What follows belongs to an exercise in optimizing a design on an open flow for small area and a short achievable clock period; a production flow would make more cautious choices. RTL that was checked went through simulation tests only; none was proved equivalent to the original. For runs 2 to 4, only the layout was checked, not whether the RTL still works. Power is estimated from default activity; no workload was simulated.

==> design.v <==
module ZeroPadRight(  
  input  [9:0] io_in,  
  output [2:0] io_out  
);
  wire [3:0] _T_9;  
  assign _T_9 = io_in[9:6];  
  assign io_out = _T_9[2:0];  
endmodule
module ShiftRightSticky(  
  input  [9:0] io_in,  
  output [2:0] io_out,  
  output       io_sticky  
);
  wire [9:0] padding_io_in;  
  wire [2:0] padding_io_out;  
  wire  valVectorOfVecs_0_2;  
  wire  valVectorOfVecs_0_1;  
  wire  valVectorOfVecs_0_0;  
  wire [2:0] valVector_0;  
  wire  valVectorOfVecs_1_2;  
  wire  valVectorOfVecs_1_1;  
  wire  valVectorOfVecs_1_0;  
  wire [2:0] valVector_1;  
  wire  valVectorOfVecs_2_2;  
  wire  valVectorOfVecs_2_1;  
  wire [1:0] _T_109;  
  wire  valVectorOfVecs_2_0;  
  wire [6:0] _T_141;  
  wire  valStickyVec_0;  
  wire [2:0] valSticky;  
  ZeroPadRight padding (  
    .io_in(padding_io_in),
    .io_out(padding_io_out)
  );
  assign valVectorOfVecs_0_2 = padding_io_out[2];  
  assign valVectorOfVecs_0_1 = padding_io_out[1];  
  assign valVectorOfVecs_0_0 = padding_io_out[0];  
  assign valVector_0 = {valVectorOfVecs_0_2,valVectorOfVecs_0_1,valVectorOfVecs_0_0};  
  assign valVectorOfVecs_1_2 = valVector_0[2];  
  assign valVectorOfVecs_1_1 = valVector_0[1];  
  assign valVectorOfVecs_1_0 = valVector_0[0];  
  assign valVector_1 = {valVectorOfVecs_1_2,valVectorOfVecs_1_1,valVectorOfVecs_1_0};  
  assign valVectorOfVecs_2_2 = valVector_1[2];  
  assign valVectorOfVecs_2_1 = valVector_1[1];  
  assign _T_109 = {valVectorOfVecs_2_2,valVectorOfVecs_2_1};  
  assign valVectorOfVecs_2_0 = valVector_1[0];  
  assign _T_141 = io_in[6:0];  
  assign valStickyVec_0 = _T_141 != 7'h0;  
  assign valSticky = {valStickyVec_0,valStickyVec_0,valStickyVec_0};  
  assign io_out = {_T_109,valVectorOfVecs_2_0};  
  assign io_sticky = valSticky[2];  
  assign padding_io_in = io_in;  
endmodule
module ZeroPadRight_1(  
  input  [3:0] io_in,  
  output [1:0] io_out  
);
  wire [2:0] _T_9;  
  assign _T_9 = io_in[3:1];  
  assign io_out = _T_9[1:0];  
endmodule
module PositMultiply(  
  input        io_a_isZero,  
  input        io_a_isInf,  
  input        io_a_sign,  
  input  [4:0] io_a_exponent,  
  input  [3:0] io_a_fraction,  
  input        io_b_isZero,  
  input        io_b_isInf,  
  input        io_b_sign,  
  input  [4:0] io_b_exponent,  
  input  [3:0] io_b_fraction,  
  output       io_out_isZero,  
  output       io_out_isInf,  
  output       io_out_sign,  
  output [4:0] io_out_exponent,  
  output [3:0] io_out_fraction,  
  output [1:0] io_trailingBits,  
  output       io_stickyBit  
);
  wire [9:0] shiftRightWithSticky_io_in;  
  wire [2:0] shiftRightWithSticky_io_out;  
  wire  shiftRightWithSticky_io_sticky;  
  wire [3:0] zeroPadRight_io_in;  
  wire [1:0] zeroPadRight_io_out;  
  wire [4:0] _T_33;  
  wire [4:0] _T_35;  
  wire [9:0] abUnshiftedProduct;  
  wire  abExpShift;  
  wire [8:0] _T_43;  
  wire [9:0] _T_45;  
  wire [9:0] abShiftedProduct;  
  wire  abSign;  
  wire [5:0] _T_38;  
  wire [4:0] _T_39;  
  wire [4:0] _GEN_8;  
  wire [5:0] _T_40;  
  wire [4:0] _T_41;  
  wire [5:0] abExp;  
  wire  abExpTooSmall;  
  wire  abExpTooLarge;  
  wire [6:0] _T_51;  
  wire [6:0] _T_52;  
  wire [5:0] finalExpExtended;  
  wire [4:0] finalExp;  
  wire  _T_62;  
  wire  _T_63;  
  wire  _T_69;  
  wire [4:0] _GEN_1;  
  wire  _T_73;  
  wire  _T_75;  
  wire [3:0] _T_77;  
  wire  _T_78;  
  wire  _T_79;  
  wire  _T_81;  
  wire [2:0] underflowProduct;  
  wire [1:0] _T_84;  
  wire [1:0] normalTrailingBits;  
  wire [1:0] _GEN_4;  
  wire  underflowSticky;  
  wire [1:0] _T_91;  
  wire  normalStickyBit;  
  wire  _GEN_6;  
  ShiftRightSticky shiftRightWithSticky (  
    .io_in(shiftRightWithSticky_io_in),
    .io_out(shiftRightWithSticky_io_out),
    .io_sticky(shiftRightWithSticky_io_sticky)
  );
  ZeroPadRight_1 zeroPadRight (  
    .io_in(zeroPadRight_io_in),
    .io_out(zeroPadRight_io_out)
  );
  assign _T_33 = {1'h1,io_a_fraction};  
  assign _T_35 = {1'h1,io_b_fraction};  
  assign abUnshiftedProduct = _T_33 * _T_35;  
  assign abExpShift = abUnshiftedProduct[9];  
  assign _T_43 = abUnshiftedProduct[8:0];  
  assign _T_45 = {_T_43,1'h0};  
  assign abShiftedProduct = abExpShift ? abUnshiftedProduct : _T_45;  
  assign abSign = io_a_sign ^ io_b_sign;  
  assign _T_38 = io_a_exponent + io_b_exponent;  
  assign _T_39 = io_a_exponent + io_b_exponent;  
  assign _GEN_8 = {{4'd0}, abExpShift};  
  assign _T_40 = _T_39 + _GEN_8;  
  assign _T_41 = _T_39 + _GEN_8;  
  assign abExp = _T_38 + {{5'd0}, abExpShift};  
  assign abExpTooSmall = abExp < 6'hc;  
  assign abExpTooLarge = abExp > 6'h24;  
  assign _T_51 = abExp - 6'hc;  
  assign _T_52 = $unsigned(_T_51);  
  assign finalExpExtended = _T_52[5:0];  
  assign finalExp = finalExpExtended[4:0];  
  assign _T_62 = io_out_isInf == 1'h0;  
  assign _T_63 = io_a_isZero | io_b_isZero;  
  assign _T_69 = io_out_isZero | io_out_isInf;  
  assign _GEN_1 = abExpTooLarge ? 5'h18 : (abExpTooSmall ? 5'h0 : finalExp);  
  assign _T_73 = io_out_isInf | io_out_isZero;  
  assign _T_75 = _T_73 | abExpTooLarge | abExpTooSmall;  
  assign _T_77 = abShiftedProduct[8:5];  
  assign _T_78 = io_out_isInf | io_a_isZero;  
  assign _T_79 = _T_78 | io_b_isZero;  
  assign _T_81 = _T_79 | abExpTooLarge;  
  assign underflowProduct = shiftRightWithSticky_io_out;  
  assign _T_84 = underflowProduct[1:0];  
  assign normalTrailingBits = zeroPadRight_io_out;  
  assign _GEN_4 = abExpTooSmall ? _T_84 : normalTrailingBits;  
  assign underflowSticky = shiftRightWithSticky_io_sticky;  
  assign _T_91 = abShiftedProduct[1:0];  
  assign normalStickyBit = _T_91 != 2'h0;  
  assign _GEN_6 = abExpTooSmall ? underflowSticky : normalStickyBit;  
  assign io_out_isZero = _T_62 & _T_63;  
  assign io_out_isInf = io_a_isInf | io_b_isInf;  
  assign io_out_sign = _T_62 & abSign;  
  assign io_out_exponent = _T_69 ? 5'h0 : _GEN_1;  
  assign io_out_fraction = _T_75 ? 4'h0 : _T_77;  
  assign io_trailingBits = _T_81 ? 2'h0 : _GEN_4;  
  assign io_stickyBit = _T_81 ? 1'h0 : _GEN_6;  
  assign shiftRightWithSticky_io_in = abExpShift ? abUnshiftedProduct : _T_45;  
  assign zeroPadRight_io_in = abShiftedProduct[3:0];  
endmodule
module PositEncode(  
  input        io_in_isZero,  
  input        io_in_isInf,  
  input        io_in_sign,  
  input  [4:0] io_in_exponent,  
  input  [3:0] io_in_fraction,  
  output [7:0] io_out_bits  
);
  wire [3:0] _T_26;  
  wire [4:0] _T_28;  
  wire [4:0] _T_29;  
  wire [3:0] _T_30;  
  wire [3:0] signedRegime;  
  wire  posRegime;  
  wire [1:0] firstBits;  
  wire  _T_20;  
  wire [6:0] _T_22;  
  wire [6:0] esAndFraction;  
  wire [2:0] _T_36;  
  wire [2:0] _T_38;  
  wire [2:0] shiftBits;  
  wire [6:0] esAndFractionShifted;  
  wire  _T_84;  
  wire  _GEN_3;  
  wire  outBitsVec_1;  
  wire  _T_85;  
  wire  _GEN_2;  
  wire  outBitsVec_0;  
  wire  _T_82;  
  wire  _GEN_5;  
  wire  outBitsVec_3;  
  wire  _T_83;  
  wire  _GEN_4;  
  wire  outBitsVec_2;  
  wire [3:0] _T_54;  
  wire  _T_80;  
  wire  _GEN_7;  
  wire  outBitsVec_5;  
  wire  _T_81;  
  wire  _GEN_6;  
  wire  outBitsVec_4;  
  wire  _GEN_9;  
  wire  outBitsVec_7;  
  wire  _T_79;  
  wire  _GEN_8;  
  wire  outBitsVec_6;  
  wire [3:0] _T_57;  
  assign _T_26 = io_in_exponent[4:1];  
  assign _T_28 = _T_26 - 4'h6;  
  assign _T_29 = $unsigned(_T_28);  
  assign _T_30 = _T_29[3:0];  
  assign signedRegime = $signed(_T_30);  
  assign posRegime = $signed(signedRegime) >= $signed(4'sh0);  
  assign firstBits = posRegime ? 2'h2 : 2'h1;  
  assign _T_20 = io_in_exponent[0];  
  assign _T_22 = {firstBits,_T_20,io_in_fraction};  
  assign esAndFraction = $signed(_T_22);  
  assign _T_36 = signedRegime[2:0];  
  assign _T_38 = ~ _T_36;  
  assign shiftBits = posRegime ? _T_36 : _T_38;  
  assign esAndFractionShifted = $signed(esAndFraction) >>> shiftBits;  
  assign _T_84 = esAndFractionShifted[1];  
  assign _GEN_3 = io_in_isInf ? 1'h0 : _T_84;  
  assign outBitsVec_1 = io_in_isZero ? 1'h0 : _GEN_3;  
  assign _T_85 = esAndFractionShifted[0];  
  assign _GEN_2 = io_in_isInf ? 1'h0 : _T_85;  
  assign outBitsVec_0 = io_in_isZero ? 1'h0 : _GEN_2;  
  assign _T_82 = esAndFractionShifted[3];  
  assign _GEN_5 = io_in_isInf ? 1'h0 : _T_82;  
  assign outBitsVec_3 = io_in_isZero ? 1'h0 : _GEN_5;  
  assign _T_83 = esAndFractionShifted[2];  
  assign _GEN_4 = io_in_isInf ? 1'h0 : _T_83;  
  assign outBitsVec_2 = io_in_isZero ? 1'h0 : _GEN_4;  
  assign _T_54 = {outBitsVec_3,outBitsVec_2,outBitsVec_1,outBitsVec_0};  
  assign _T_80 = esAndFractionShifted[5];  
  assign _GEN_7 = io_in_isInf ? 1'h0 : _T_80;  
  assign outBitsVec_5 = io_in_isZero ? 1'h0 : _GEN_7;  
  assign _T_81 = esAndFractionShifted[4];  
  assign _GEN_6 = io_in_isInf ? 1'h0 : _T_81;  
  assign outBitsVec_4 = io_in_isZero ? 1'h0 : _GEN_6;  
  assign _GEN_9 = io_in_isInf ? 1'h1 : io_in_sign;  
  assign outBitsVec_7 = io_in_isZero ? 1'h0 : _GEN_9;  
  assign _T_79 = esAndFractionShifted[6];  
  assign _GEN_8 = io_in_isInf ? 1'h0 : _T_79;  
  assign outBitsVec_6 = io_in_isZero ? 1'h0 : _GEN_8;  
  assign _T_57 = {outBitsVec_7,outBitsVec_6,outBitsVec_5,outBitsVec_4};  
  assign io_out_bits = {_T_57,_T_54};  
endmodule
module CountLeadingZerosTree(  
  input        io_left,  
  input        io_right,  
  output [1:0] io_out  
);
  wire  rCount;  
  wire  lCount;  
  wire  _T_27;  
  wire  _T_33;  
  wire [1:0] _T_35;  
  wire [1:0] _GEN_0;  
  assign rCount = ~ io_right;  
  assign lCount = ~ io_left;  
  assign _T_27 = lCount & rCount;  
  assign _T_33 = lCount == 1'h0;  
  assign _T_35 = {1'h0,lCount};  
  assign _GEN_0 = _T_33 ? _T_35 : 2'h1;  
  assign io_out = _T_27 ? 2'h2 : _GEN_0;  
endmodule
module CountLeadingZerosTree_2(  
  input  [1:0] io_left,  
  input  [1:0] io_right,  
  output [2:0] io_out  
);
  wire  CountLeadingZerosTree_io_left;  
  wire  CountLeadingZerosTree_io_right;  
  wire [1:0] CountLeadingZerosTree_io_out;  
  wire  CountLeadingZerosTree_1_io_left;  
  wire  CountLeadingZerosTree_1_io_right;  
  wire [1:0] CountLeadingZerosTree_1_io_out;  
  wire [1:0] rCount;  
  wire  rCountExtendVec_1;  
  wire  rCountExtendVec_0;  
  wire [1:0] rCountExtend;  
  wire [1:0] lCount;  
  wire  _T_28;  
  wire  _T_29;  
  wire  _T_30;  
  wire  _T_36;  
  wire [2:0] _T_38;  
  wire  _T_40;  
  wire [2:0] _T_41;  
  wire [2:0] _GEN_0;  
  CountLeadingZerosTree CountLeadingZerosTree (  
    .io_left(CountLeadingZerosTree_io_left),
    .io_right(CountLeadingZerosTree_io_right),
    .io_out(CountLeadingZerosTree_io_out)
  );
  CountLeadingZerosTree CountLeadingZerosTree_1 (  
    .io_left(CountLeadingZerosTree_1_io_left),
    .io_right(CountLeadingZerosTree_1_io_right),
    .io_out(CountLeadingZerosTree_1_io_out)
  );
  assign rCount = CountLeadingZerosTree_1_io_out;  
  assign rCountExtendVec_1 = rCount[1];  
  assign rCountExtendVec_0 = rCount[0];  
  assign rCountExtend = {rCountExtendVec_1,rCountExtendVec_0};  
  assign lCount = CountLeadingZerosTree_io_out;  
  assign _T_28 = lCount[1];  
  assign _T_29 = rCountExtend[1];  
  assign _T_30 = _T_28 & _T_29;  
  assign _T_36 = _T_28 == 1'h0;  
  assign _T_38 = {1'h0,lCount};  
  assign _T_40 = rCountExtend[0];  
  assign _T_41 = {2'h1,_T_40};  
  assign _GEN_0 = _T_36 ? _T_38 : _T_41;  
  assign io_out = _T_30 ? 3'h4 : _GEN_0;  
  assign CountLeadingZerosTree_io_left = io_left[1];  
  assign CountLeadingZerosTree_io_right = io_left[0];  
  assign CountLeadingZerosTree_1_io_left = io_right[1];  
  assign CountLeadingZerosTree_1_io_right = io_right[0];  
endmodule
module CountLeadingZerosTree_4(  
  input  [3:0] io_left,  
  input  [1:0] io_right,  
  output [2:0] io_out  
);
  wire [1:0] CountLeadingZerosTree_io_left;  
  wire [1:0] CountLeadingZerosTree_io_right;  
  wire [2:0] CountLeadingZerosTree_io_out;  
  wire  CountLeadingZerosTree_1_io_left;  
  wire  CountLeadingZerosTree_1_io_right;  
  wire [1:0] CountLeadingZerosTree_1_io_out;  
  wire [1:0] rCount;  
  wire  rCountExtendVec_1;  
  wire  rCountExtendVec_0;  
  wire [2:0] rCountExtend;  
  wire [2:0] lCount;  
  wire  _T_31;  
  wire  _T_32;  
  wire  _T_33;  
  wire  _T_39;  
  wire [3:0] _T_41;  
  wire [1:0] _T_43;  
  wire [3:0] _T_44;  
  wire [3:0] _GEN_0;  
  wire [3:0] _GEN_1;  
  CountLeadingZerosTree_2 CountLeadingZerosTree (  
    .io_left(CountLeadingZerosTree_io_left),
    .io_right(CountLeadingZerosTree_io_right),
    .io_out(CountLeadingZerosTree_io_out)
  );
  CountLeadingZerosTree CountLeadingZerosTree_1 (  
    .io_left(CountLeadingZerosTree_1_io_left),
    .io_right(CountLeadingZerosTree_1_io_right),
    .io_out(CountLeadingZerosTree_1_io_out)
  );
  assign rCount = CountLeadingZerosTree_1_io_out;  
  assign rCountExtendVec_1 = rCount[1];  
  assign rCountExtendVec_0 = rCount[0];  
  assign rCountExtend = {1'h0,rCountExtendVec_1,rCountExtendVec_0};  
  assign lCount = CountLeadingZerosTree_io_out;  
  assign _T_31 = lCount[2];  
  assign _T_32 = rCountExtend[2];  
  assign _T_33 = _T_31 & _T_32;  
  assign _T_39 = _T_31 == 1'h0;  
  assign _T_41 = {1'h0,lCount};  
  assign _T_43 = rCountExtend[1:0];  
  assign _T_44 = {2'h1,_T_43};  
  assign _GEN_0 = _T_39 ? _T_41 : _T_44;  
  assign _GEN_1 = _T_33 ? 4'h4 : _GEN_0;  
  assign io_out = _GEN_1[2:0];  
  assign CountLeadingZerosTree_io_left = io_left[3:2];  
  assign CountLeadingZerosTree_io_right = io_left[1:0];  
  assign CountLeadingZerosTree_1_io_left = io_right[1];  
  assign CountLeadingZerosTree_1_io_right = io_right[0];  
endmodule
module CountLeadingZeros(  
  input  [5:0] io_in,  
  output [2:0] io_out  
);
  wire [3:0] tree_io_left;  
  wire [1:0] tree_io_right;  
  wire [2:0] tree_io_out;  
  wire  inPadVec_5;  
  wire  inPadVec_4;  
  wire  inPadVec_3;  
  wire  inPadVec_2;  
  wire  inPadVec_1;  
  wire  inPadVec_0;  
  wire [5:0] inPad;  
  CountLeadingZerosTree_4 tree (  
    .io_left(tree_io_left),
    .io_right(tree_io_right),
    .io_out(tree_io_out)
  );
  assign inPadVec_5 = io_in[5];  
  assign inPadVec_4 = io_in[4];  
  assign inPadVec_3 = io_in[3];  
  assign inPadVec_2 = io_in[2];  
  assign inPadVec_1 = io_in[1];  
  assign inPadVec_0 = io_in[0];  
  assign inPad = {inPadVec_5,inPadVec_4,inPadVec_3,inPadVec_2,inPadVec_1,inPadVec_0};  
  assign io_out = tree_io_out;  
  assign tree_io_left = inPad[5:2];  
  assign tree_io_right = io_in[1:0];  
endmodule
module PositDecode(  
  input  [7:0] io_in_bits,  
  output       io_out_isZero,  
  output       io_out_isInf,  
  output       io_out_sign,  
  output [4:0] io_out_exponent,  
  output [3:0] io_out_fraction  
);
  wire [5:0] countingLeadingZeros_io_in;  
  wire [2:0] countingLeadingZeros_io_out;  
  wire [6:0] remainderBits;  
  wire  _T_28;  
  wire  _T_29;  
  wire  remainderXorVec_5;  
  wire  _T_32;  
  wire  remainderXorVec_4;  
  wire  _T_35;  
  wire  remainderXorVec_3;  
  wire  _T_38;  
  wire  remainderXorVec_2;  
  wire  _T_41;  
  wire  remainderXorVec_1;  
  wire  _T_44;  
  wire  remainderXorVec_0;  
  wire [2:0] _T_47;  
  wire [2:0] _T_49;  
  wire [4:0] _T_51;  
  wire [2:0] cl0;  
  wire [11:0] _GEN_2;  
  wire [11:0] _T_52;  
  wire  _T_56;  
  wire  isSpecial;  
  wire [2:0] _T_67;  
  wire [3:0] _T_68;  
  wire [2:0] _T_69;  
  wire [3:0] cl0extended;  
  wire [3:0] _GEN_0;  
  wire [3:0] unsignedRegime;  
  wire  _T_70;  
  wire  _T_75;  
  wire  _T_79;  
  wire [4:0] esAndFractionBits;  
  wire  _T_84;  
  CountLeadingZeros countingLeadingZeros (  
    .io_in(countingLeadingZeros_io_in),
    .io_out(countingLeadingZeros_io_out)
  );
  assign remainderBits = io_in_bits[6:0];  
  assign _T_28 = remainderBits[6];  
  assign _T_29 = remainderBits[5];  
  assign remainderXorVec_5 = _T_28 ^ _T_29;  
  assign _T_32 = remainderBits[4];  
  assign remainderXorVec_4 = _T_29 ^ _T_32;  
  assign _T_35 = remainderBits[3];  
  assign remainderXorVec_3 = _T_32 ^ _T_35;  
  assign _T_38 = remainderBits[2];  
  assign remainderXorVec_2 = _T_35 ^ _T_38;  
  assign _T_41 = remainderBits[1];  
  assign remainderXorVec_1 = _T_38 ^ _T_41;  
  assign _T_44 = remainderBits[0];  
  assign remainderXorVec_0 = _T_41 ^ _T_44;  
  assign _T_47 = {remainderXorVec_2,remainderXorVec_1,remainderXorVec_0};  
  assign _T_49 = {remainderXorVec_5,remainderXorVec_4,remainderXorVec_3};  
  assign _T_51 = remainderBits[4:0];  
  assign cl0 = countingLeadingZeros_io_out;  
  assign _GEN_2 = {{7'd0}, _T_51};  
  assign _T_52 = _GEN_2 << cl0;  
  assign _T_56 = remainderBits != 7'h0;  
  assign isSpecial = _T_56 == 1'h0;  
  assign _T_67 = ~ cl0;  
  assign _T_68 = 3'h6 + _T_67;  
  assign _T_69 = 3'h6 + _T_67;  
  assign cl0extended = {{1'd0}, cl0};  
  assign _GEN_0 = _T_28 ? (4'h6 + cl0extended) : {{1'd0}, _T_69};  
  assign unsignedRegime = isSpecial ? 4'h0 : _GEN_0;  
  assign _T_70 = io_in_bits[7];  
  assign _T_75 = _T_70 == 1'h0;  
  assign _T_79 = isSpecial == 1'h0;  
  assign esAndFractionBits = _T_52[4:0];  
  assign _T_84 = esAndFractionBits[4];  
  assign io_out_isZero = _T_75 & isSpecial;  
  assign io_out_isInf = _T_70 & isSpecial;  
  assign io_out_sign = _T_79 & _T_70;  
  assign io_out_exponent = {unsignedRegime,_T_84};  
  assign io_out_fraction = esAndFractionBits[3:0];  
  assign countingLeadingZeros_io_in = {_T_49,_T_47};  
endmodule
module PositMultiplyPackedToPacked(  
  input  [7:0] io_a_bits,  
  input  [7:0] io_b_bits,  
  output [7:0] io_out_bits  
);
  wire [7:0] decodeA_io_in_bits;  
  wire  decodeA_io_out_isZero;  
  wire  decodeA_io_out_isInf;  
  wire  decodeA_io_out_sign;  
  wire [4:0] decodeA_io_out_exponent;  
  wire [3:0] decodeA_io_out_fraction;  
  wire [7:0] decodeB_io_in_bits;  
  wire  decodeB_io_out_isZero;  
  wire  decodeB_io_out_isInf;  
  wire  decodeB_io_out_sign;  
  wire [4:0] decodeB_io_out_exponent;  
  wire [3:0] decodeB_io_out_fraction;  
  wire  multiply_io_a_isZero;  
  wire  multiply_io_a_isInf;  
  wire  multiply_io_a_sign;  
  wire [4:0] multiply_io_a_exponent;  
  wire [3:0] multiply_io_a_fraction;  
  wire  multiply_io_b_isZero;  
  wire  multiply_io_b_isInf;  
  wire  multiply_io_b_sign;  
  wire [4:0] multiply_io_b_exponent;  
  wire [3:0] multiply_io_b_fraction;  
  wire  multiply_io_out_isZero;  
  wire  multiply_io_out_isInf;  
  wire  multiply_io_out_sign;  
  wire [4:0] multiply_io_out_exponent;  
  wire [3:0] multiply_io_out_fraction;  
  wire [1:0] multiply_io_trailingBits;  
  wire  multiply_io_stickyBit;  
  wire  encode_io_in_isZero;  
  wire  encode_io_in_isInf;  
  wire  encode_io_in_sign;  
  wire [4:0] encode_io_in_exponent;  
  wire [3:0] encode_io_in_fraction;  
  wire [7:0] encode_io_out_bits;  
  PositDecode decodeA (  
    .io_in_bits(decodeA_io_in_bits),
    .io_out_isZero(decodeA_io_out_isZero),
    .io_out_isInf(decodeA_io_out_isInf),
    .io_out_sign(decodeA_io_out_sign),
    .io_out_exponent(decodeA_io_out_exponent),
    .io_out_fraction(decodeA_io_out_fraction)
  );
  PositDecode decodeB (  
    .io_in_bits(decodeB_io_in_bits),
    .io_out_isZero(decodeB_io_out_isZero),
    .io_out_isInf(decodeB_io_out_isInf),
    .io_out_sign(decodeB_io_out_sign),
    .io_out_exponent(decodeB_io_out_exponent),
    .io_out_fraction(decodeB_io_out_fraction)
  );
  PositMultiply multiply (  
    .io_a_isZero(multiply_io_a_isZero),
    .io_a_isInf(multiply_io_a_isInf),
    .io_a_sign(multiply_io_a_sign),
    .io_a_exponent(multiply_io_a_exponent),
    .io_a_fraction(multiply_io_a_fraction),
    .io_b_isZero(multiply_io_b_isZero),
    .io_b_isInf(multiply_io_b_isInf),
    .io_b_sign(multiply_io_b_sign),
    .io_b_exponent(multiply_io_b_exponent),
    .io_b_fraction(multiply_io_b_fraction),
    .io_out_isZero(multiply_io_out_isZero),
    .io_out_isInf(multiply_io_out_isInf),
    .io_out_sign(multiply_io_out_sign),
    .io_out_exponent(multiply_io_out_exponent),
    .io_out_fraction(multiply_io_out_fraction),
    .io_trailingBits(multiply_io_trailingBits),
    .io_stickyBit(multiply_io_stickyBit)
  );
  PositEncode encode (  
    .io_in_isZero(encode_io_in_isZero),
    .io_in_isInf(encode_io_in_isInf),
    .io_in_sign(encode_io_in_sign),
    .io_in_exponent(encode_io_in_exponent),
    .io_in_fraction(encode_io_in_fraction),
    .io_out_bits(encode_io_out_bits)
  );
  assign io_out_bits = encode_io_out_bits;  
  assign decodeA_io_in_bits = io_a_bits;  
  assign decodeB_io_in_bits = io_b_bits;  
  assign multiply_io_a_isZero = decodeA_io_out_isZero;  
  assign multiply_io_a_isInf = decodeA_io_out_isInf;  
  assign multiply_io_a_sign = decodeA_io_out_sign;  
  assign multiply_io_a_exponent = decodeA_io_out_exponent;  
  assign multiply_io_a_fraction = decodeA_io_out_fraction;  
  assign multiply_io_b_isZero = decodeB_io_out_isZero;  
  assign multiply_io_b_isInf = decodeB_io_out_isInf;  
  assign multiply_io_b_sign = decodeB_io_out_sign;  
  assign multiply_io_b_exponent = decodeB_io_out_exponent;  
  assign multiply_io_b_fraction = decodeB_io_out_fraction;  
  assign encode_io_in_isZero = multiply_io_out_isZero;  
  assign encode_io_in_isInf = multiply_io_out_isInf;  
  assign encode_io_in_sign = multiply_io_out_sign;  
  assign encode_io_in_exponent = multiply_io_out_exponent;  
  assign encode_io_in_fraction = multiply_io_out_fraction;  
endmodule
module posit8_mul (
  input        clock,
  input  [7:0] io_a_bits,
  input  [7:0] io_b_bits,
  output [7:0] io_out_bits
);
  reg  [7:0] a_q;
  reg  [7:0] b_q;
  reg  [7:0] out_q;
  wire [7:0] prod;
  PositMultiplyPackedToPacked mul (
    .io_a_bits(a_q),
    .io_b_bits(b_q),
    .io_out_bits(prod)
  );
  always @(posedge clock) begin
    a_q   <= io_a_bits;
    b_q   <= io_b_bits;
    out_q <= prod;
  end
  assign io_out_bits = out_q;
endmodule
==> run.sh <==
#!/bin/bash
# synth_recipe.tcl (not shown) runs the flow's synth.tcl, then flattens the netlist and writes it again
# the make line also repeats each setting of config.mk as NAME=value (left out here)
make -C /OpenROAD-flow-scripts/flow DESIGN_CONFIG=/design/flow/config.mk WORK_HOME=/design/flow/orfs CLKGATE_MAP_FILE= SYNTH_SCRIPT=/design/flow/synth_recipe.tcl finish
==> config.mk <==
export PLATFORM = sky130hd
export DESIGN_NAME = posit8_mul
export DESIGN_NICKNAME = posit8_mul
export VERILOG_FILES = /design/flow/design.v
export SDC_FILE = /design/flow/constraint.sdc
export NUM_CORES = 4
export LEC_CHECK = 0
export CAP_MARGIN = 20
export CORE_MARGIN = 2
export CORE_UTILIZATION = 40
export SLEW_MARGIN = 20
==> constraint.sdc <==
create_clock -name core_clock -period 9.0 [get_ports {clock}]
set_input_delay 1.8000 -clock core_clock [delete_from_list [all_inputs] [get_ports {clock}]]
set_output_delay 1.8000 -clock core_clock [all_outputs]
set_load 0.01 [all_outputs]
==> flow_metrics.py, run 1 <==
metrics = {
    "route": {
        "viasPerCell": 5.44,
        "dr.first_iter.drc_count": 52,
        "route.detailed.drc": 0,
        "routed_wl_um": 5970,
        "vias": 2458,
        "firstDrtPassIters": 4,
        "drtAntennaViolNets": 0,
        "wl_per_cell_um": 13.2,
    },
    "critical_path": {
        "r2r_slack_ns": 0.54,
        "start_kind": "register",
        "critPathTopFamily": "adder cells",
        "crit_type": "reg -> reg",
        "cp_max_fo": 18,
        "worstReg2RegEnd": "out_q[0]",
        "crit_path_top_delay_cell": "fa_1",
        "cpPeakStageDelay_ns": 0.54,
        "reg2regPathDepth": 35,
        "required_ns": 9.17,
        "worst_setup_path_end_kind": "register",
        "cp.arrival_ns": 8.63,
        "cp.buffers_inverters": 6,
        "worstReg2RegStart": "b_q[5]",
    },
    "hold_path": {
        "whs_endpoint": "out_q[7]",
        "hold_depth": 2,
        "hold_path_startpoint": "a_q[7]",
        "hp-class": "reg -> reg",
    },
    "floorplanning": {
        "ios": 25,
        "dieArea_um2": 7620,
        "row_count": 30,
        "die_x_um": 87.3,
        "initial_core_util_pct": 41.1,
        "fp.dieH_um": 87.3,
        "coreArea_um2": 6760,
    },
    "yosys": {
        "synth-edff-count": 0,
        "postSynthAreaPerCell_um2": 8.07,
        "synth_nets": 400,
        "synth_flop_cell": "dfxtp_1",
        "ys_ff_latch": 24,
        "yosys_warnings": 1,
        "ys_seq_area_share_pct": 17.3,
        "synthArstFlopShare_pct": 0,
        "synth_cells": 344,
        "synth_cell_types": 67,
        "syn_area_um2": 2780,
    },
    "global_routing": {
        "grt_remaining_overflow": 0,
        "grt_use_total_pct": 17.0,
        "first_global_vias": 2367,
        "grt_max_degree": 19,
        "grt_pass1_wl_um": 10500,
        "antenna_found_initial": 0,
    },
    "clocking": {
        "holdBufCountCts": 0,
        "cts_root_buf": "clkbuf_8",
        "worst_skew_pair.late_latency_ns": 0.27,
        "cts_sinks": 24,
        "cts_buffers": 3,
        "clockBufferDepth": 2,
        "htree_levels": 1,
        "path_clk_slew_ns": 0.10,
        "cts_tree": "built",
    },
    "finish": {
        "fin_area_um2": 3250,
        "area_growth_pct": 17.0,
        "n_fill_cell": 672,
        "final_cells": 452,
        "diodes": 0,
        "nets": 430,
        "drive_gt1_share_pct": 11.3,
    },
    "sta": {
        "tightestPinTransition_ns": 0.396,
        "rsz0062_at_grt": "no",
        "fmax_ghz": 0.118,
        "hold_viol_final": 0,
        "setup_viol": 0,
        "finalClockSkew_ns": 0.0143,
        "tns_ns": 0,
        "slew_violations": 0,
        "fin_crit_ns": 8.46,
        "period_share_pct": 94.0,
        "setup_slack_ns": 0.541,
        "slew_headroom_pct": 73.3,
    },
    "outcome": {
        "status": "finished clean",
    },
    "power_and_ir_drop": {
        "vdd_drop_max_mv": 0.148,
        "p_leak_nw": 1.44,
        "power_density_nw_per_um2": 339,
    },
    "job": {
        "drv_cap": 0,
    },
    "placement": {
        "portBuffers": 24,
        "place.detailed.hpwl_um": 4860,
        "dp_cells": 447,
        "pre_cts_slack_ns": 0.110,
        "gp_congestion": 0.840,
        "dpl-instance-area_um2": 3140,
    },
}
flip-flops by register name (all words and copies together) (netlist names):
register	count
out_q	8
b_q	8
a_q	8
report_power, final:
| group | internal (W) | switching, W | total, W |
|---|---|---|---|
| sequential | 0.000132 | 0.00000809 | 0.000140 |
| combinational | 0.000389 | 0.000504 | 0.000893 |
| clock | 0.0000300 | 0.0000355 | 0.0000655 |
worst min-delay path, cell delays in order (launching register included):
cell and delay (ns):
dfxtp_1 0.32, o21ai_0 0.07, nand2_1 0.05
Yosys cell counts (all sizes together), types with 2 or more instances:
cell type  instances  area, µm²
fa                10        200
a41oi              2       17.5
a21o               3       22.5
clkbuf             6       22.5
and3               5       36.3
ha                29        363
a31oi              4       25.0
buf                5       25.0
nand2b             4       25.0
or3                2       12.5
a21boi             3       26.3
nand2             28        105
nand4              3       18.8
xor2               6       93.9
or2                3       18.8
and4b              2       21.3
xnor2             11       96.3
nand3              7       35.0
o21ai             19       95.1
inv               39        146
a221o              2       20.0
nor4               4       40.0
nor2              30        123
and2               4       26.3
nor3               7       40.0
o311ai             2       17.5
a211oi             4       35.0
nor2b              9       56.3
nor3b              2       15.0
mux2i             11        110
o2111ai            2       17.5
a2111oi            2       36.3
nor4b              2       17.5
o31ai              4       43.8
a21oi             26        130
o22ai              3       18.8
mux2               2       30.0
dfxtp             24        480
worst max-delay path by stage:
stage,start,end,slack [ns],cells after the start
after global routing,b_q[5],out_q[0],0.002,39
after global placement,b_q[5],out_q[0],0.27,35
final,b_q[5],out_q[0],0.54,35
after floorplan,a_q[5],out_q[0],0.21,38
after CTS,b_q[5],out_q[0],0.07,36
after detailed placement,b_q[5],out_q[0],0.11,36
logic make-up after synthesis:
| group | Yosys count | share of synthesized area (%) |
|---|---|---|
| xor+xnor | 17 | 6.85 |
| flops | 24 | 17.3 |
| simple gates | 115 | 22.2 |
| buf+inv | 50 | 6.99 |
| mux | 13 | 5.05 |
| fa+ha+maj | 39 | 20.3 |
| compound gates | 86 | 21.3 |
what timing repair did:
action	in CTS	in global routing
gates resized for setup	0	12
setup endpoints to repair	0	5
setup buffers	0	2
metrics by stage:
stage / utilization (%) / power (W) / hold slack, ns
2_1_floorplan: - / 0.000800 / 0.436
3_3_place_gp: 46.5 / 0.00100 / 0.465
3_5_place_dp: 46.5 / 0.00100 / 0.457
4_1_cts: 47.1 / 0.00107 / 0.474
5_1_grt: 48.0 / 0.00122 / 0.524
6_report: 48.0 / 0.00110 / 0.476
cells in the final DEF, fill, tap and decap left out, types with 3 or more instances in the layout:
master           Yosys  layout
nor4_1               3       3
dfxtp_1             24      24
mux2i_1             11      10
nor2_1              28      27
fa_1                10       9
nand4_1              3       3
nor3_1               6       6
and3_1               4       4
xor2_2               3       4
clkdlybuf4s50_1      0      24
nand2_1             28      27
ha_1                29      28
o21ai_0             18      17
xnor2_1             11      11
a21o_1               3       3
a21oi_1             26      26
o31ai_1              3       3
a31oi_1              4       4
clkbuf_8             0       3
a211oi_1             3       3
inv_1               39      39
nor2b_1              9       9
buf_4                0      12
nand3_1              7       7
nand2b_1             4       4
per-layer routing:
metal  global-route usage (%)  part of all wire (%)  wire length [µm]  vias up
li1                         -                     -                 -     1267
met1                     22.1                    46              2770     1128
met2                     29.2                    48              2870       55
met3                     1.99                   3.7               221        8
met4                     5.31                   1.8               108        0
met5                        0                     0                 0        -
area by class of cell:
class,count,area (µm²),share of cell area (%)
clock buffer,3,41.3,1.27
inverter,39,146,4.51
multi-input combinational,270,2150,66.2
sequential,24,480,14.8
tap,80,100,3.08
timing repair buffer,36,330,10.2
==> run 2, diff against run 1 <==
==> design.v (replaced) <==
module posit8_decode (
  input  [6:0] m,
  output [4:0] scale,
  output [3:0] frac
);
  wire       s = m[6];
  wire [5:0] x = m[5:0] ^ {6{s}};    
  reg  [2:0] lz;
  always @* begin
    casez (x)
      6'b1?????: lz = 3'd0;
      6'b01????: lz = 3'd1;
      6'b001???: lz = 3'd2;
      6'b0001??: lz = 3'd3;
      6'b00001?: lz = 3'd4;
      6'b000001: lz = 3'd5;
      default:   lz = 3'd6;
    endcase
  end
  wire [4:0] rest = m[4:0] << lz;
  wire [3:0] regime = s ? {1'b0, lz} : ~{1'b0, lz};
  assign scale = {regime, rest[4]};
  assign frac  = rest[3:0];
endmodule
module posit8_mul_operands (
  input  [7:0] a,
  input  [7:0] b,
  output [5:0] ssum,      
  output [3:0] fa,
  output [3:0] fb,
  output       special,   
  output       sign       
);
  wire za = a[6:0] == 7'd0;
  wire zb = b[6:0] == 7'd0;
  wire nar = (za & a[7]) | (zb & b[7]);
  wire [4:0] sa, sb;
  posit8_decode da (.m(a[6:0]), .scale(sa), .frac(fa));
  posit8_decode db (.m(b[6:0]), .scale(sb), .frac(fb));
  assign ssum    = {sa[4], sa} + {sb[4], sb};
  assign special = za | zb;
  assign sign    = nar | (~special & (a[7] ^ b[7]));
endmodule
module posit8_mul_product (
  input  [5:0] ssum,
  input  [3:0] fa,
  input  [3:0] fb,
  input        special,
  input        sign,
  output [7:0] out
);
  wire [9:0] p = {1'b1, fa} * {1'b1, fb};
  wire       c = p[9];
  wire [3:0] f = c ? p[8:5] : p[7:4];
  wire signed [6:0] s = $signed({ssum[5], ssum}) + $signed({1'b0, c});
  reg [6:0] mag;
  always @* begin
    if (s >= 7'sd12)       mag = 7'h7f;
    else if (s <= -7'sd12) mag = 7'h01;
    else begin : enc
      reg signed [3:0] r;
      reg [2:0] sh;
      reg signed [7:0] w;
      r = s[4:1];
      if (!r[3]) begin sh = r[2:0];  w = {2'b10, s[0], f, 1'b0}; end
      else       begin sh = ~r[2:0]; w = {2'b01, s[0], f, 1'b0}; end
      w = w >>> sh;
      mag = w[7:1];
    end
  end
  assign out = {sign, special ? 7'd0 : mag};
endmodule
module posit8_mul (
  input        clock,
  input  [7:0] io_a_bits,
  input  [7:0] io_b_bits,
  output [7:0] io_out_bits
);
  wire [5:0] ssum;
  wire [3:0] fa, fb;
  wire       special, sign;
  reg  [5:0] ssum_q;
  reg  [3:0] fa_q, fb_q;
  reg        special_q, sign_q;
  reg  [7:0] out_q;
  wire [7:0] prod;
  posit8_mul_operands ops (
    .a(io_a_bits), .b(io_b_bits),
    .ssum(ssum), .fa(fa), .fb(fb), .special(special), .sign(sign)
  );
  posit8_mul_product mul (
    .ssum(ssum_q), .fa(fa_q), .fb(fb_q), .special(special_q), .sign(sign_q),
    .out(prod)
  );
  always @(posedge clock) begin
    ssum_q    <= ssum;
    fa_q      <= fa;
    fb_q      <= fb;
    special_q <= special;
    sign_q    <= sign;
    out_q     <= prod;
  end
  assign io_out_bits = out_q;
endmodule
--- a/config.mk
+++ b/config.mk
@@ -5,6 +5,7 @@
 export SDC_FILE = /design/flow/constraint.sdc
 export NUM_CORES = 4
 export LEC_CHECK = 0
+export ABC_AREA = 1
 export CAP_MARGIN = 20
 export CORE_MARGIN = 2
 export CORE_UTILIZATION = 40
==> run 2 against run 1 <==
Net effect:
- still clean
- count of clock-buffer cells in the layout unchanged
- sequential share of layout area up 1.6 points
- hold slack worse by 0.14 ns
- cell count up 7.1%
- clock power up 41%
- synthesized area down 8.3%
- synthesized cell count up 11%
- total power down 20%
- non-clock buffer count down 12
- wire length down 23%
- sequential power up 13%
- clock skew down 0.0047 ns
- largest cell class unchanged
- highest routed layer unchanged
==> flow_metrics.py, run 2 <==
metrics = {
    "outcome": {
        "status": "finished clean",
    },
    "yosys": {
        "synth_xor_area_share_pct": 7.08,
        "yosys-top-cells-count": "nand2_1 (94), inv_1 (70), nand3_1 (28)",
        "ys_ff_latch": 24,
        "synth_fa_ha_area_share_pct": 17.9,
        "synthMuxAreaShare_pct": 0,
        "synth_nets": 429,
        "synth_top_family_by_area": "simple AND/OR/NAND/NOR gates",
        "synth_cells": 381,
        "synthArstFlopShare_pct": 0,
        "synth_cell_types": 37,
        "synth-edff-count": 0,
        "synth.most_common_cell": "nand2_1",
        "ys_seq_area_share_pct": 18.9,
        "synth_flop_cell": "dfxtp_1",
        "syn_area_um2": 2540,
        "postSynthAreaPerCell_um2": 6.68,
        "yosys_warnings": 3,
        "ys_top_cells_by_area": "dfxtp_1 (19%), nand2_1 (14%), ha_1 (11%)",
        "synth-simple-area-share_pct": 30.1,
        "synth_top_area_share_pct": 18.9,
        "synth_compound_area_share_pct": 13.5,
        "synth_top_cell_by_area": "dfxtp_1",
    },
    "sta": {
        "rsz0062_at_grt": "no",
        "setup_slack_ns": 4.14,
        "hold_viol_final": 0,
        "finalClockSkew_ns": 0.00954,
        "slew_headroom_pct": 66.1,
        "period_share_pct": 54.0,
        "tns_ns": 0,
        "fin_crit_ns": 4.86,
        "slew_violations": 0,
        "fmax_ghz": 0.206,
        "setup_viol": 0,
        "tightestPinTransition_ns": 0.507,
        "whs_ns": 0.333,
    },
    "finish": {
        "diodes": 0,
        "largest_reg_flops": 8,
        "final_common_cell": "nand2_1",
        "top_regs": "out_q: 8 flops, ssum_q: 6 flops",
        "final_cell_mix": "nand2_1 (94), inv_1 (70), nand3_1 (28), nor2_1 (26)",
        "fin_area_um2": 2930,
        "area_growth_pct": 15.2,
        "drive_gt1_share_pct": 8.60,
        "utilization_pct": 46.9,
        "top_register": "out_q",
        "nets": 456,
    },
    "route": {
        "firstDrtPassIters": 4,
        "wl_per_cell_um": 9.51,
        "vias": 2263,
        "route.detailed.drc": 0,
        "routed_wl_um": 4600,
        "dr.first_iter.drc_count": 65,
        "drtAntennaViolNets": 0,
        "viasPerCell": 4.68,
    },
    "global_routing": {
        "grt_remaining_overflow": 0,
        "grt_max_degree": 15,
        "first_global_vias": 2185,
        "grt_use_total_pct": 14.0,
        "antenna_found_initial": 0,
        "grt_pass1_wl_um": 8390,
    },
    "placement": {
        "portBuffers": 24,
        "gp_congestion": 0.858,
        "dpl-instance-area_um2": 2860,
        "place.detailed.hpwl_um": 4090,
        "pre_cts_slack_ns": 3.98,
    },
    "clocking": {
        "cts_buffers": 3,
        "ctsResizeCount": 0,
        "clockBufferDepth": 2,
        "htree_levels": 1,
        "cts_tree": "built",
        "cts_root_buf": "clkbuf_8",
        "cts_sinks": 24,
        "cts_setup_buffers": 0,
        "holdBufCountCts": 0,
        "path_clk_slew_ns": 0.09,
        "worst_skew_pair.late_latency_ns": 0.27,
    },
    "critical_path": {
        "cp.buffers_inverters": 4,
        "crit_type": "reg -> reg",
        "cpPeakStageDelay_ns": 0.51,
        "crit_path_top_delay_cell": "fa_1",
        "cp.arrival_ns": 5.07,
        "required_ns": 9.21,
        "reg2regPathDepth": 27,
        "cpMostUsedCell": "nand2_1",
        "crit_cells": 27,
        "cp_max_fo": 6,
        "start_kind": "register",
        "worst_setup_path_end_kind": "register",
        "critPathTopFamily": "adder cells",
    },
    "floorplanning": {
        "initial_core_util_pct": 40.8,
        "die_x_um": 83.7,
        "dieArea_um2": 7010,
        "coreArea_um2": 6240,
        "fp.dieH_um": 83.7,
        "ios": 25,
        "row_count": 29,
    },
    "job": {
        "drv_cap": 0,
    },
    "power_and_ir_drop": {
        "p_leak_nw": 1.60,
        "vdd_drop_max_mv": 0.173,
        "power_density_nw_per_um2": 300,
    },
    "hold_path": {
        "hp-class": "reg -> reg",
        "hold_depth": 0,
    },
}
-- run 2: cell types whose count changed after synthesis, moves of 8 or more --
| cell | before | now |
|---|---|---|
| inv_1 | 39 | 70 |
| inv_2 | 0 | 8 |
| mux2i_1 | 11 | 0 |
| nand2_1 | 28 | 94 |
| nand3_1 | 7 | 28 |
| nor2b_1 | 9 | 0 |
| o21ai_1 | 1 | 10 |
| xnor2_1 | 11 | 3 |
| xor2_1 | 2 | 12 |
-- run 2: cell families after synthesis --
group           count (synthesis)
simple gates                  170
buf+inv                        81
compound gates                 57
fa+ha+maj                      31
flops                          24
xor+xnor                       18
-- run 2: final cells by class --
cell class | count | area (µm²)
Tap cell | 77 | 96.3
Multi-Input combinational cell | 276 | 1740
Clock inverter | 1 | 30.0
Sequential cell | 24 | 480
Fill cell | 682 | 3310
Timing Repair Buffer | 24 | 240
Clock buffer | 3 | 41.3
Inverter | 79 | 297
-- run 2: where the power goes --
part	internal, W	leakage, nW	switching (W)
clock	0.0000594	0.0357	0.0000327
combinational	0.000247	1.36	0.000380
sequential	0.000141	0.202	0.0000171
total	0.000447	1.60	0.000430
-- run 2: final timing paths --
path	startpoint	endpoint	slack [ns]
setup reg to reg	fb_q[3]	out_q[0]	4.14
setup / recovery	fb_q[3]	out_q[0]	4.14
hold reg to reg	sign_q	out_q[7]	0.33
hold / removal	sign_q	out_q[7]	0.33
-- run 2: stage by stage --
| step | power, W | cells |
|---|---|---|
| final | 0.000877 | 484 |
| after global routing | 0.000999 | 484 |
| after CTS | 0.000887 | 484 |
| after detailed placement | 0.000790 | 480 |
| after global placement | 0.000786 | 480 |
| after floorplan | 0.000650 | 381 |
-- run 2: layer usage --
layer,wire length [µm],GRT usage (%)
met5,0,0
met4,98,4.99
met3,87,1.19
met2,2190,26.2
met1,2230,16.4
-- run 2: worst register-to-register path, stage by stage (launching register included) --
cell and delay, ns:
dfxtp_1 0.36, nand2_1 0.07, inv_1 0.05, fa_1 0.50, inv_1 0.05, fa_1 0.50
fa_1 0.51, inv_1 0.04, ha_1 0.34, nand2_1 0.07, inv_1 0.06, nand3_1 0.09
nand2_1 0.09, nand2_1 0.10, nand2_1 0.09, nand2_1 0.09, nand2_2 0.13, ha_1 0.19
ha_1 0.16, nand2_1 0.08, nor2_1 0.13, nand2_1 0.08, nand2_2 0.14, xor2_2 0.30
a21oi_1 0.14, o21ai_1 0.20, a21oi_1 0.09, a21oi_1 0.14
==> run 3, diff against run 2 <==
--- a/config.mk
+++ b/config.mk
@@ -9,4 +9,5 @@
 export CAP_MARGIN = 20
 export CORE_MARGIN = 2
 export CORE_UTILIZATION = 40
+export SETUP_SLACK_MARGIN = 5
 export SLEW_MARGIN = 20
==> run 3 against run 2 <==
Net effect:
- still clean on timing, DRC and antenna
- cell count is 9.1% higher
- worst setup slack better by 0.52 ns
- non-clock buffer count is 44 higher
- sequential share of layout area is 2.6 points lower
- largest power group unchanged
- highest routed layer unchanged
==> flow_metrics.py, run 3 <==
metrics = {
    "clocking": {
        "clockBufferDepth": 2,
        "holdBufCountCts": 0,
        "worst_skew_pair.late_latency_ns": 0.27,
        "path_clk_slew_ns": 0.08,
        "cts_root_buf": "clkbuf_8",
        "cts_tree": "built",
        "cts_buffers": 3,
        "htree_levels": 1,
        "cts_sinks": 24,
    },
    "power_and_ir_drop": {
        "power_frac_seq_pct": 14.4,
        "combinationalPowerShare_pct": 79.2,
        "power_density_nw_per_um2": 313,
        "power.internal_w": 0.000577,
        "vdd_drop_max_mv": 0.271,
        "power.switching_fraction_pct": 48.3,
        "p_leak_nw": 1.93,
        "p_sw_w": 0.000540,
        "clkPwrFrac_pct": 6.4,
    },
    "yosys": {
        "synth_cells": 381,
        "ys_ff_latch": 24,
        "synth_flop_cell": "dfxtp_1",
        "ys_seq_area_share_pct": 18.9,
        "synth_cell_types": 37,
        "postSynthAreaPerCell_um2": 6.68,
        "yosys-top-cells-count": "nand2_1 (94), inv_1 (70), nand3_1 (28)",
        "ys_top_cells_by_area": "dfxtp_1 (19%), nand2_1 (14%), ha_1 (11%)",
        "syn_area_um2": 2540,
        "synth-edff-count": 0,
        "synth.most_common_cell": "nand2_1",
        "synth_top_cell_by_area": "dfxtp_1",
        "yosys_warnings": 3,
        "synth_nets": 429,
        "synthArstFlopShare_pct": 0,
        "synth_top_area_share_pct": 18.9,
    },
    "placement": {
        "pre_cts_slack_ns": 4.02,
        "portBuffers": 24,
        "dp_cells": 480,
        "place.detailed.hpwl_um": 4250,
        "dpl-instance-area_um2": 2950,
        "gp_congestion": 0.857,
    },
    "finish": {
        "final_cell_mix": "nand2_1 (75), inv_1 (59), buf_4 (43), nand3_1 (23)",
        "drive_gt1_share_pct": 34.1,
        "nets": 500,
        "largest_reg_flops": 8,
        "n_fill_cell": 604,
        "top_regs": "out_q: 8 flops, ssum_q: 6 flops",
        "utilization_pct": 57.2,
        "final_common_cell": "nand2_1",
        "diodes": 0,
        "final_cells": 528,
        "area_growth_pct": 40.4,
        "top_register": "out_q",
        "fin_area_um2": 3570,
    },
    "sta": {
        "period_share_pct": 48.3,
        "tightestPinTransition_ns": 0.322,
        "fmax_ghz": 0.230,
        "finalClockSkew_ns": 0.0109,
        "tns_ns": 0,
        "slew_violations": 0,
        "setup_viol": 0,
        "slew_headroom_pct": 78.3,
        "setup_slack_ns": 4.65,
        "hold_viol_final": 0,
        "fin_crit_ns": 4.35,
        "rsz0062_at_grt": "yes",
    },
    "critical_path": {
        "cpPeakStageDelay_ns": 0.50,
        "start_kind": "register",
        "crit_path_top_delay_cell": "fa_1",
        "cp.arrival_ns": 4.51,
        "crit_type": "reg -> reg",
        "cp_max_fo": 6,
        "required_ns": 9.16,
        "worst_setup_path_end_kind": "register",
    },
    "outcome": {
        "status": "finished clean",
    },
    "route": {
        "dr.first_iter.drc_count": 55,
        "routed_wl_um": 5740,
        "route.detailed.drc": 0,
        "vias": 2545,
        "firstDrtPassIters": 4,
        "drtAntennaViolNets": 0,
        "viasPerCell": 4.82,
        "wl_per_cell_um": 10.9,
    },
    "floorplanning": {
        "coreArea_um2": 6240,
        "initial_core_util_pct": 40.8,
        "ios": 25,
        "dieArea_um2": 7010,
        "die_x_um": 83.7,
        "row_count": 29,
        "fp.dieH_um": 83.7,
    },
    "global_routing": {
        "first_global_vias": 2355,
        "antenna_found_initial": 0,
        "grt_pass1_wl_um": 9490,
        "grt_remaining_overflow": 0,
        "grt_use_total_pct": 16.0,
        "grt_max_degree": 14,
    },
    "hold_path": {
        "hp-class": "reg -> reg",
    },
    "job": {
        "drv_cap": 0,
    },
}
==> run 3: path summary, 6_finish.rpt <==
path / slack, ns / to / start / depth (start not counted)
max: 4.65 / out_q[2] / fb_q[3] / 29
min: 0.32 / out_q[7] / sign_q / 0
max reg2reg: 4.65 / out_q[2] / fb_q[3] / 29
min reg2reg: 0.32 / out_q[7] / sign_q / 0
==> run 3: per-stage QoR <==
stage	hold slack, ns	power (W)
after floorplan	0.310	0.000705
after global placement	0.312	0.000846
after detailed placement	0.327	0.000849
after CTS	0.331	0.00101
after global routing	0.332	0.00124
final	0.324	0.00112
==> run 3: cell families after synthesis <==
family	Yosys count	synth area share (%)
buf+inv	81	12.5
xor+xnor	18	7.08
compound gates	57	13.5
fa+ha+maj	31	17.9
flops	24	18.9
simple gates	170	30.1
==> run 3: what timing repair did <==
item	in CTS	in global routing
setup buffers	29	15
gates resized for setup	36	64
hold endpoints to repair	0	0
setup endpoints to repair	11	12
pin swaps	22	30
==> run 3: layout make-up <==
cell class	instances	area, µm²	area share, %
multi-input cells	276	2050	57.3
clock buffers	4	55.1	1.54
inverters	79	299	8.37
flip-flops and latches	24	494	13.8
repair buffers	68	581	16.3
well taps	77	96.3	2.70
==> run 3: power groups by stage <==
| stage | registers [W] | logic (W) | clock network, W |
|---|---|---|---|
| CTS | 0.000160 | 0.000776 | 0.0000754 |
| floorplan | 0.000169 | 0.000535 | 0 |
| finish | 0.000161 | 0.000884 | 0.0000717 |
| global route | 0.000164 | 0.00100 | 0.0000783 |
| global placement | 0.000164 | 0.000682 | 0 |
| detailed placement | 0.000165 | 0.000684 | 0 |
==> run 3: routing by layer <==
metal | global-route usage [%] | routed length [µm]
met1 | 19.2 | 2510
met2 | 29.5 | 2950
met3 | 1.48 | 133
met4 | 5.87 | 151
met5 | 0 | 0
==> run 3: critical path, delay by kind of cell, from the launching register on <==
family | cells | cell delay [ns]
buffers and inverters | 6 | 0.45
DFF | 1 | 0.35
and+or+nand+nor | 15 | 1.16
adders and majority gates | 6 | 1.98
xor gates and xnor gates | 1 | 0.23
AOI/OAI and AO/OA | 1 | 0.07
==> run 4, diff against run 3 <==
==> flow/run.sh (new file) <==
#!/bin/bash
# Standard ORFS layout with three changes: adders are left to ABC (no
# extract_fa / adder cells), and ports are buffered with a small buffer.
set -euo pipefail
bash standard.sh ADDER_MAP_FILE= \
  "BUFFER_PORTS_ARGS=-buffer_cell sky130_fd_sc_hd__buf_2" \
  finish > flow_make.log 2>&1
==> standard.sh (new file) <==
#!/bin/bash
# synth_recipe.tcl (not shown) runs the flow's synth.tcl, then flattens the netlist and writes it again
# the make line also repeats each setting of config.mk as NAME=value (left out here)
make -C /OpenROAD-flow-scripts/flow DESIGN_CONFIG=/design/flow/config.mk WORK_HOME=/design/flow/orfs CLKGATE_MAP_FILE= SYNTH_SCRIPT=/design/flow/synth_recipe.tcl "${@:-finish}"
--- a/config.mk
+++ b/config.mk
@@ -9,5 +9,4 @@
 export CAP_MARGIN = 20
 export CORE_MARGIN = 2
 export CORE_UTILIZATION = 40
-export SETUP_SLACK_MARGIN = 5
 export SLEW_MARGIN = 20
removed: run.sh
==> run 4 against run 3 <==
Net effect:
- still clean on timing, DRC and antenna
- cell count is 3.0% higher
- clock power is about 30% higher
- worst setup slack better by 0.29 ns
- critical path type is now in -> reg
- critical endpoint is now ssum_q[5]
- highest routed layer unchanged
==> flow_metrics.py, run 4 <==
metrics = {
    "outcome": {
        "status": "finished clean",
    },
    "floorplanning": {
        "die_x_um": 82.9,
        "initial_core_util_pct": 41.8,
        "fp.dieH_um": 82.9,
        "row_count": 28,
        "dieArea_um2": 6860,
        "ios": 25,
        "coreArea_um2": 5960,
    },
    "sta": {
        "fmax_ghz": 0.247,
        "fin_crit_ns": 4.06,
        "slew_headroom_pct": 67.1,
        "finalClockSkew_ns": 0.0183,
        "tightestPinTransition_ns": 0.489,
        "setup_viol": 0,
        "rsz0062_at_grt": "no",
        "hold_viol_final": 0,
        "slew_violations": 0,
        "period_share_pct": 45.1,
        "tns_ns": 0,
    },
    "route": {
        "route.detailed.drc": 0,
        "wl_met2_um": 2270,
        "dr.first_iter.drc_count": 129,
        "drtAntennaViolNets": 0,
        "routed_wl_um": 5090,
        "top_layer_used": "met4",
        "wl_per_cell_um": 9.35,
        "firstDrtPassIters": 4,
        "met3_length_um": 111,
        "vias": 2586,
        "viasPerCell": 4.75,
        "routedLengthMet1_um": 2640,
    },
    "finish": {
        "nets": 487,
        "area_growth_pct": 11.1,
        "final_cell_mix": "nand2_1 (146), inv_1 (59), nand3_1 (41), nor2_1 (36), o21ai_0 (26)",
        "drive_gt1_share_pct": 15.6,
        "top_regs": "out_q: 8 flops, ssum_q: 6 flops",
        "top_register": "out_q",
        "diodes": 0,
        "largest_reg_flops": 8,
        "final_common_cell": "nand2_1",
        "utilization_pct": 46.4,
    },
    "critical_path": {
        "cp_cell_sequence": "buf_2 -> inv_2 -> nand2_1 -> nand2_1 -> nand2_1 -> nor2_1 -> nand2_1 -> o21ai_1 -> inv_1 -> o21ai_1 -> nand2_1 -> o21ai_0 -> nand2_1 -> o21ai_1 -> nand2_1 -> nand2_1 -> and3_1 -> nor2_1 -> nand2_1 -> o21ai_0",
        "crit_type": "in -> reg",
        "crit_path_top_delay_cell": "o21ai_1",
        "cp_max_fo": 9,
        "worst_setup_path_end_kind": "register",
        "start_kind": "primary input",
        "required_ns": 9.16,
        "cpMostUsedCell": "nand2_1",
        "cpPeakStageDelay_ns": 0.30,
        "cp.arrival_ns": 4.22,
    },
    "power_and_ir_drop": {
        "p_sw_w": 0.000430,
        "combinationalPowerShare_pct": 68.7,
        "power.internal_w": 0.000403,
        "p_leak_nw": 1.57,
        "power.switching_fraction_pct": 51.6,
        "clkPwrFrac_pct": 11.2,
        "power_frac_seq_pct": 20.1,
        "vdd_drop_max_mv": 0.121,
        "power_density_nw_per_um2": 301,
    },
    "clocking": {
        "cts_setup_buffers": 0,
        "ctsResizeCount": 0,
        "htree_levels": 1,
        "path_clk_slew_ns": 0.09,
        "worst_skew_pair.late_latency_ns": 0.27,
        "cts_buffers": 3,
        "cts_sinks": 24,
        "holdBufCountCts": 0,
        "clockBufferDepth": 2,
        "cts_tree": "built",
        "cts_root_buf": "clkbuf_8",
    },
    "yosys": {
        "ys_ff_latch": 24,
        "ys_top_cells_by_area": "nand2_1 (22%), dfxtp_1 (19%), inv_1 (8.9%)",
        "synthArstFlopShare_pct": 0,
        "synth_nets": 460,
        "synth_cells": 443,
        "synth_top_cell_by_area": "nand2_1",
        "postSynthAreaPerCell_um2": 5.61,
        "synth_flop_cell": "dfxtp_1",
        "syn_area_um2": 2490,
        "synth-edff-count": 0,
        "synth_cell_types": 31,
        "ys_seq_area_share_pct": 19.3,
        "yosys_warnings": 3,
        "synth_top_area_share_pct": 22.0,
        "synth.most_common_cell": "nand2_1",
        "yosys-top-cells-count": "nand2_1 (146), inv_1 (59), nand3_1 (41)",
    },
    "global_routing": {
        "antenna_found_initial": 0,
        "grt_use_total_pct": 15.6,
        "grt_max_degree": 15,
        "grt_pass1_wl_um": 9430,
        "grt_remaining_overflow": 0,
        "first_global_vias": 2294,
    },
    "hold_path": {
        "hp-class": "reg -> reg",
    },
    "placement": {
        "portBuffers": 24,
        "place.detailed.hpwl_um": 4410,
        "gp_congestion": 0.797,
    },
    "job": {
        "drv_cap": 0,
    },
}
## run 4: cell count changes after synthesis, sizes merged, moves of 9 or more
cell and change:
nand2 +64, nor2 +11, nand3 +21, fa -9, o21ai +11, inv -10, ha -22
## run 4: per-layer routing
layer	up-vias	global-route usage, %
met5	-	0
met4	0	3.43
met3	4	1.49
met2	36	26.5
met1	1096	21.5
li1	1450	-
## run 4: cell type report
class | count | area [µm²]
Multi-Input combinational cell | 346 | 1730
Clock buffer | 3 | 41.3
Sequential cell | 24 | 480
Inverter | 71 | 267
Timing Repair Buffer | 24 | 120
Clock inverter | 1 | 30.0
Tap cell | 75 | 93.8
Fill cell | 666 | 3190
## run 4: through the flow
step	instances	setup WS (ns)	hold slack [ns]	total power [W]	area (µm²)
3_3_place_gp	540	4.70	0.311	0.000738	2690
3_5_place_dp	540	4.63	0.316	0.000744	2690
2_1_floorplan	443	4.95	0.310	0.000636	2490
4_1_cts	544	4.92	0.339	0.000840	2760
6_report	544	4.94	0.337	0.000832	2760
5_1_grt	544	4.48	0.342	0.000939	2760
## run 4: cell families (layout without fill, tap and decap cells)
kind of cell	after synthesis	in the layout	share of synthesized area (%)
xor+xnor	21	21	7.39
simple gates	264	264	49.1
buf+inv	73	99	11.1
compound gates	61	61	13.0
flops	24	24	19.3
## run 4: path summary, 6_finish.rpt
path                     start        end  slack, ns  cells after the start
setup / recovery  io_b_bits[6]  ssum_q[5]       4.94                     20
setup reg to reg       fb_q[2]   out_q[0]       5.98                     22
hold / removal          sign_q   out_q[7]       0.34                      0
hold reg to reg         sign_q   out_q[7]       0.34                      0
## run 4: worst max-delay path, delay by kind of cell
family | cells | cell delay, ns
AO/OA/AOI/OAI | 5 | 0.84
buffers and inverters | 3 | 0.42
AND/OR/NAND/NOR | 12 | 1.16
## run 4: power by group through the flow
stage               registers (W)  logic [W]  clock network [W]
floorplan                0.000173   0.000463                  0
global placement         0.000169   0.000569                  0
detailed placement       0.000170   0.000574                  0
CTS                      0.000167   0.000576          0.0000961
global route             0.000173   0.000666           0.000100
finish                   0.000168   0.000572          0.0000930

-- re-timing with driven ports --
The flow's constraints put no driver on any port. The routed layouts listed below were extracted and timed again, unchanged, in two steps.
Step 1 (the two cells are an assumption about what drives the block):
set clk [get_ports {clock}]
set_driving_cell -lib_cell sky130_fd_sc_hd__clkbuf_16 $clk
set_driving_cell -lib_cell sky130_fd_sc_hd__buf_2 [delete_from_list [all_inputs] $clk]
Step 2 times the ports against the registers' clock, not the clock port: input delays grow and output delays shrink by t, the midpoint of the rising clock arrivals with the driver on.
Slacks: no drivers / after step 1 / after step 2; pairs: no drivers / after step 1.
run | shift t [ns] | setup WS [ns] | clock arrival spread, ns
run 1 | 0.295 | 0.541 / 0.541 / 0.541 | 0.014 / 0.015
run 2 | 0.287 | 4.136 / 4.136 / 3.987 | 0.009 / 0.010
run 3 | 0.291 | 4.653 / 4.653 / 4.653 | 0.011 / 0.012
run 4 | 0.288 | 4.944 / 4.954 / 4.665 | 0.018 / 0.019
After both steps setup and hold are still met in every run listed. For run 4, which loses most, drivers alone change the setup slack by +0.010 ns; drivers and shift together by -0.279 ns.
